From an optimization exercise on the open Yosys and OpenROAD flow, aimed at small area, a short achievable clock period and few clock cycles; shortcuts taken in it are not production practice.
In this exercise RTL edits were held to simulation tests only and were not proved equivalent to the original.

## the baseline
## seq_signed_mult
module seq_signed_mult(
  input         clk,
  input         rst,           
  input         start,         
  input  [7:0]  multiplier,    
  input  [7:0]  multiplicand,  
  output [14:0] product,       
  output [19:0] bcd,           
  output        sign,          
  output        done           
);
Size: ~770 cells after synthesis, roughly 17 flip-flops, roughly 0.0046 mm^2 of cells after synthesis.
==> flow/config.mk <==
export PLATFORM = sky130hd
export DESIGN_NAME = seq_signed_mult
export DESIGN_NICKNAME = seq_signed_mult
export VERILOG_FILES = /design/flow/design.v
export SDC_FILE = /design/flow/constraint.sdc
export NUM_CORES = 4
export LEC_CHECK = 0
export ABC_AREA = 1
export CAP_MARGIN = 20
export CORE_MARGIN = 2
export CORE_UTILIZATION = 60
export SLEW_MARGIN = 20
export SYNTH_HIERARCHICAL = 1
export SYNTH_MINIMUM_KEEP_SIZE = 0
==> flow/constraint.sdc <==
create_clock -name core_clock -period 12.0 [get_ports {clk}]
set_input_delay 2.4000 -clock core_clock [delete_from_list [all_inputs] [get_ports {clk}]]
set_output_delay 2.4000 -clock core_clock [all_outputs]
set_load 0.01 [all_outputs]
standard.sh (not shown) runs the stock make flow with config.mk's settings and CLKGATE_MAP_FILE= SYNTH_SCRIPT=/design/flow/synth_recipe.tcl, a recipe that flattens the netlist after the stock synthesis.
==> flow/flow/run.sh <==
#!/bin/bash
# The standard layout, with plain buffers (not delay buffers) on the ports.
set -euo pipefail
export BUFFER_PORTS_ARGS="-buffer_cell sky130_fd_sc_hd__buf_2"
bash standard.sh > standard_flow.log 2>&1
Testbench counts of the baseline, summed over its fixed seeds: cycles 3,200.
For the candidate, these inputs were changed with respect to the baseline:
# the baseline
export LEC_CHECK = 0
export ABC_AREA = 1
export CAP_MARGIN = 20
export CORE_MARGIN = 2
export CORE_UTILIZATION = 60
export SLEW_MARGIN = 20
export SYNTH_HIERARCHICAL = 1
export SYNTH_MINIMUM_KEEP_SIZE = 0
create_clock -name core_clock -period 12.0 [get_ports {clk}]
# the candidate
export LEC_CHECK = 0
export ABC_AREA = 1
export CAP_MARGIN = 20
export CORE_MARGIN = 2
export CORE_UTILIZATION = 60
export PLACE_DENSITY = 0.8
export SLEW_MARGIN = 20
export SYNTH_HIERARCHICAL = 1
export SYNTH_MINIMUM_KEEP_SIZE = 0
create_clock -name core_clock -period 12.0 [get_ports {clk}]
Findings:
Compared with the baseline, the router placed fewer vias in the candidate. Diff the baseline..the candidate | full die area | unchanged. Sequential share of cell area delta (the baseline -> the candidate): insignificant. Compared to the baseline, the router laid down less metal wire for the candidate. The baseline and the candidate ended up with roughly the same share of the core filled with cells.

* * *

seq_signed_mult, a different RTL version from the one above (not shown whole).
Size in the first run: about 720 cells after synthesis, about 4700 µm² of cells after synthesis.
export LEC_CHECK = 0
export ABC_AREA = 1
export CAP_MARGIN = 20
export CORE_MARGIN = 2
export CORE_UTILIZATION = 60
export SLEW_MARGIN = 20
export SYNTH_HIERARCHICAL = 1
export SYNTH_MINIMUM_KEEP_SIZE = 0
create_clock -name core_clock -period 12.0 [get_ports {clk}]
==> flow/flow/run.sh <==
#!/bin/bash
# The standard layout, with plain buffers (not delay buffers) on the ports.
set -euo pipefail
export BUFFER_PORTS_ARGS="-buffer_cell sky130_fd_sc_hd__buf_1"
bash standard.sh > standard_flow.log 2>&1
The starting point completed with no timing, DRC or antenna violations.
Testbench counts at the start, summed over its fixed seeds: cycles 3,200.
Edit:
==> flow/flow/run.sh (replaced) <==
#!/bin/bash
# The standard layout, with plain buffers (not delay buffers) on the ports, and
# timing repair aiming at a slack margin beyond what the clock period asks.
set -euo pipefail
export BUFFER_PORTS_ARGS="-buffer_cell sky130_fd_sc_hd__buf_2"
export SETUP_SLACK_MARGIN=6.0
bash standard.sh > standard_flow.log 2>&1
Setup slack loses 0.094 ns.
Maximum frequency went down slightly.
Synthesized cell count is unchanged.
Edit:
--- a/flow/flow/run.sh
+++ b/flow/flow/run.sh
@@ -6 +6 @@
-export SETUP_SLACK_MARGIN=6.0
+export SETUP_SLACK_MARGIN=6.8
=> The new run finished clean; wire length rose by 37%; clock skew is unchanged; non-clock buffer count rose by 12; sequential share of layout area fell by 0.74 points; final cell count rose by 1.3%; die area stays the same; first-iteration DRC count rose by 79%; register-to-register slack gets worse by 0.09 ns.

[re-timing with driven ports]
The flow's constraints put no driver on any port. The routed layouts listed below were extracted and timed again, unchanged, in two steps.
Step 1 assumes that a clkbuf_16 drives the clock port and a buf_2 every other input.
Step 2, shift: input delay + t, output delay - t, t = (earliest + latest rising clock arrival at the registers) / 2. This alone moves slack from input paths to output paths.
Slacks: ideal ports / drivers / drivers and shift; pairs: ideal ports / drivers.
| run | shift t [ns] | setup slack, ns | worst setup path at the end |
|---|---|---|---|
| the baseline | 0.275 | 5.662 / 5.636 / 5.571 | input to register |
| the candidate | 0.279 | 5.651 / 5.626 / 5.586 | input to register |
| the first run of note 2 | 0.275 | 5.462 / 5.461 / 5.186 | input to register |
| the second run of note 2 | 0.284 | 5.369 / 5.340 / 5.624 | register to output |
| the third run of note 2 | 0.285 | 5.211 / 5.186 / 5.471 | register to output |
After both steps setup and hold are still met in every run listed. The setup slack of the first run of note 2, which loses most, moves by -0.001 ns with the drivers and by -0.276 ns with both steps.
